From an optimization exercise on the open Yosys and OpenROAD flow, aimed at small area, a short achievable clock period and few clock cycles per item; shortcuts taken in it are not production practice. In this exercise RTL edits were held to simulation tests only and were not proved equivalent to the original. The flow treats the clock pin as an ideal source, which a real chip does not have. Power and IR drop assume default switching activity.

Setup of run 1:
==> flow/design.v (excerpt) <==
module tick_pipeline(
  clk, rst, in_valid, in_price, out_valid, out_signal, fast_dbg, slow_dbg
);
  parameter FAST_ALPHA_SH = 1;
  parameter SLOW_ALPHA_SH = 6;
  input clk;
  input rst;
  input in_valid;
  input  [31:0] in_price;
  output        out_valid;
  output [1:0]  out_signal;
  output [31:0] fast_dbg;
  output [31:0] slow_dbg;
  reg        seeded;
  reg        tick_upd, tick_ld;
  reg [31:0] tick_x;
  wire accept = in_valid & ~rst;
  wire seen   = seeded | tick_upd | tick_ld;
  always @(posedge clk) begin
    tick_upd <= accept & seen;
    tick_ld  <= accept & ~seen;
    tick_x   <= in_price;
    seeded   <= ~rst & seen;
  end
  reg out_valid_r;
  reg [1:0] signal_r;
  wire [31:0] fast_avg, slow_avg;
  ma_core_ema #(.ALPHA_SH(FAST_ALPHA_SH)) u_fast (
    .clk(clk), .upd(tick_upd), .ld(tick_ld),
    .in_price(tick_x), .out_avg(fast_avg)
  );
  ma_core_ema #(.ALPHA_SH(SLOW_ALPHA_SH)) u_slow (
    .clk(clk), .upd(tick_upd), .ld(tick_ld),
    .in_price(tick_x), .out_avg(slow_avg)
  );
  always @(posedge clk) begin
    out_valid_r <= (tick_upd | tick_ld) & ~rst;
    if (!tick_upd)
      signal_r <= 2'b00;
    else if (fast_avg > slow_avg)
      signal_r <= 2'b01;
    else if (fast_avg < slow_avg)
      signal_r <= 2'b11;
    else
      signal_r <= 2'b00;
  end
  assign out_valid  = out_valid_r;
  assign out_signal = signal_r;
  assign fast_dbg   = fast_avg;
  assign slow_dbg   = slow_avg;
endmodule
==> flow/config.mk <==
export PLATFORM = sky130hd
export DESIGN_NAME = tick_pipeline
export DESIGN_NICKNAME = tick_pipeline
export VERILOG_FILES = /design/flow/design.v
export SDC_FILE = /design/flow/constraint.sdc
export NUM_CORES = 4
export LEC_CHECK = 0
export CAP_MARGIN = 20
export CORE_MARGIN = 2
export CORE_UTILIZATION = 65
export CTS_BUF_LIST = sky130_fd_sc_hd__clkbuf_4 sky130_fd_sc_hd__clkbuf_8
export SETUP_SLACK_MARGIN = 2.0
export SLEW_MARGIN = 20
==> flow/constraint.sdc <==
create_clock -name core_clock -period 5.5 [get_ports {clk}]
set_input_delay 1.1000 -clock core_clock [delete_from_list [all_inputs] [get_ports {clk}]]
set_output_delay 1.1000 -clock core_clock [all_outputs]
set_load 0.01 [all_outputs]
standard.sh (not shown) runs the stock make flow with config.mk's settings and CLKGATE_MAP_FILE= SYNTH_SCRIPT=/design/flow/synth_recipe.tcl, a recipe that flattens the netlist after the stock synthesis.
==> flow/flow/run.sh <==
#!/bin/bash
# The standard layout (standard.sh), with small port buffers, a
# post-floorplan hook (flow/restructure.tcl) that resynthesizes the slowest
# paths for timing, and a post-CTS hook (flow/skew.tcl) that clocks the
# tick-mode registers from their own clock buffer ahead of the tree's leaves.
set -euo pipefail
export RST_WORK=$(pwd)/rst RST_SLACK=${RST_SLACK:-2.6} RST_DEPTH=${RST_DEPTH:-4}
bash standard.sh "BUFFER_PORTS_ARGS=-buffer_cell sky130_fd_sc_hd__buf_1" \
  "POST_FLOORPLAN_TCL=$(pwd)/flow/restructure.tcl" \
  "POST_CTS_TCL=$(pwd)/flow/skew.tcl" finish > flow.log 2>&1
==> flow/flow/restructure.tcl <==
# Post-floorplan hook: resynthesize the logic on the slowest paths for timing
# (OpenROAD's restructure), since synthesis maps for a period far above the
# one this design reaches.
set tielo "[lindex $::env(TIELO_CELL_AND_PORT) 0]/[lindex $::env(TIELO_CELL_AND_PORT) 1]"
set tiehi "[lindex $::env(TIEHI_CELL_AND_PORT) 0]/[lindex $::env(TIEHI_CELL_AND_PORT) 1]"
file mkdir $::env(RST_WORK)
report_worst_slack
report_design_area
restructure -target timing -liberty_file [lindex $::env(LIB_FILES) 0] \
  -slack_threshold $::env(RST_SLACK) -depth_threshold $::env(RST_DEPTH) \
  -tielo_port $tielo -tiehi_port $tiehi -work_dir $::env(RST_WORK) \
  -abc_logfile $::env(RST_WORK)/abc.log
report_worst_slack
report_design_area
==> flow/flow/skew.tcl <==
# Post-CTS hook: clock the registers of the tick's mode (tick_upd, tick_ld,
# seeded) from their own clock buffer on the clock port, ahead of the tree's
# leaves. Their inputs come from the ports, where slack is ample; their
# outputs feed only registers inside the design (the EMAs and out_valid),
# whose paths from them gain the time. Then repair timing again.
set block [ord::get_db_block]
set db [ord::get_db]
set master [$db findMaster sky130_fd_sc_hd__clkbuf_16]
set clknet [$block findNet clk]
if { $clknet == "NULL" } { error "skew.tcl: no clk net" }

set flops {}
foreach inst [$block getInsts] {
  set name [$inst getName]
  if { [regexp {^(tick_upd|tick_ld|seeded)\$} $name] } {
    lappend flops $inst
  }
}
puts "skew.tcl: [llength $flops] mode registers"
if { [llength $flops] == 0 } { error "skew.tcl: no mode registers found" }

# place the buffer at the registers' centroid; detailed placement legalizes it
set sx 0
set sy 0
foreach f $flops {
  set loc [$f getLocation]
  set sx [expr { $sx + [lindex $loc 0] }]
  set sy [expr { $sy + [lindex $loc 1] }]
}
set n [llength $flops]
set buf [odb::dbInst_create $block $master clkbuf_early]
$buf setLocation [expr { int($sx / $n) }] [expr { int($sy / $n) }]
$buf setPlacementStatus PLACED
set early [odb::dbNet_create $block clknet_early]
$early setSigType CLOCK
[$buf findITerm A] connect $clknet
[$buf findITerm X] connect $early
foreach f $flops {
  set it [$f findITerm CLK]
  $it disconnect
  $it connect $early
}
global_connect

detailed_placement
check_placement -verbose
estimate_parasitics -placement
report_clock_skew
repair_timing_helper
detailed_placement
check_placement -verbose
Run 1 has completed all stages; timing, DRC and antenna checks passed.
Testbench counts of run 1, summed over its fixed seeds: cycles 32,016, items 32,000.
diff inputs: run 1 => run 2
==> flow/flow/run.sh <==
#!/bin/bash
# The standard layout (standard.sh), with small port buffers, and a post-CTS
# hook (flow/skew.tcl) that clocks the tick-mode registers from their own
# clock buffer ahead of the tree's leaves.
set -euo pipefail
bash standard.sh "BUFFER_PORTS_ARGS=-buffer_cell sky130_fd_sc_hd__buf_1" \
  "POST_CTS_TCL=$(pwd)/flow/skew.tcl" finish > flow.log 2>&1
removed: flow/flow/restructure.tcl
Notes after the runs:
- As far as effective utilization at floorplan goes, run 2 and run 1 are indistinguishable; the numbers are identical.
- Comparing run 1 against run 2, there is no change at all in number of sequential cells.
- Run 2 and run 1 ended up with roughly the same final number of hold-violating endpoints.
- Re layout overhead on the synthesized area: no difference whatsoever between run 2 and run 1.
- Compared run 1 against run 2; clock-pin slew of the registers on the worst-case setup and hold paths within noise.
- Taking run 1 as the reference, in run 2 share of the clock period used by the worst path after layout held, sequential cell area in the final layout stayed essentially flat, clock network latency to the later pin of the worst-skew pair flat, cell count along the critical path now sits at about the same level.
For run 3, these inputs were changed with respect to run 2:
- SETUP_SLACK_MARGIN now 2.5, was 2.0
==> flow/flow/run.sh <==
#!/bin/bash
set -euo pipefail
bash standard.sh "BUFFER_PORTS_ARGS=-buffer_cell sky130_fd_sc_hd__buf_1" finish > flow.log 2>&1
removed: flow/flow/skew.tcl
Results
- Core utilization in run 3 vs run 2: up 5.7 points
- Run 3 | stages: all done | timing, DRC, antenna: all pass
- Going from run 2 to run 3, the areal power density over the cells was found to have gone down by 1.6%.
- Against run 2, the final cell area of run 3 is higher.
- Compared with run 2, total power consumption of the routed design in run 3 increased by a few percent.

[separate check: timing with driven ports]
Ports are ideal in the flow. The routed layouts listed here were re-timed in OpenROAD.
Step 1, drivers: a clkbuf_16 drives clk and a buf_2 each remaining input, both assumed.
Step 2 moves the port delays by t, midway between the first and last clock arrival at a register: inputs arrive t later, outputs are due t later. That takes back most of the time a late clock gives input paths.
Three values: ideal ports, drivers, drivers and shift; two values: the first two.
run	t (ns)	setup slack, ns	hold WS [ns]	worst setup path after step 2	pins driven straight from the clock port
run 1	0.295	2.238 / 2.238 / 2.238	0.435 / 0.435 / 0.435	register to register	2
run 2	0.295	2.238 / 2.238 / 2.238	0.435 / 0.435 / 0.435	register to register	2
run 3	0.430	2.200 / 2.200 / 2.200	0.428 / 0.428 / 0.428	register to register	1
After both steps every run listed still meets setup and hold.
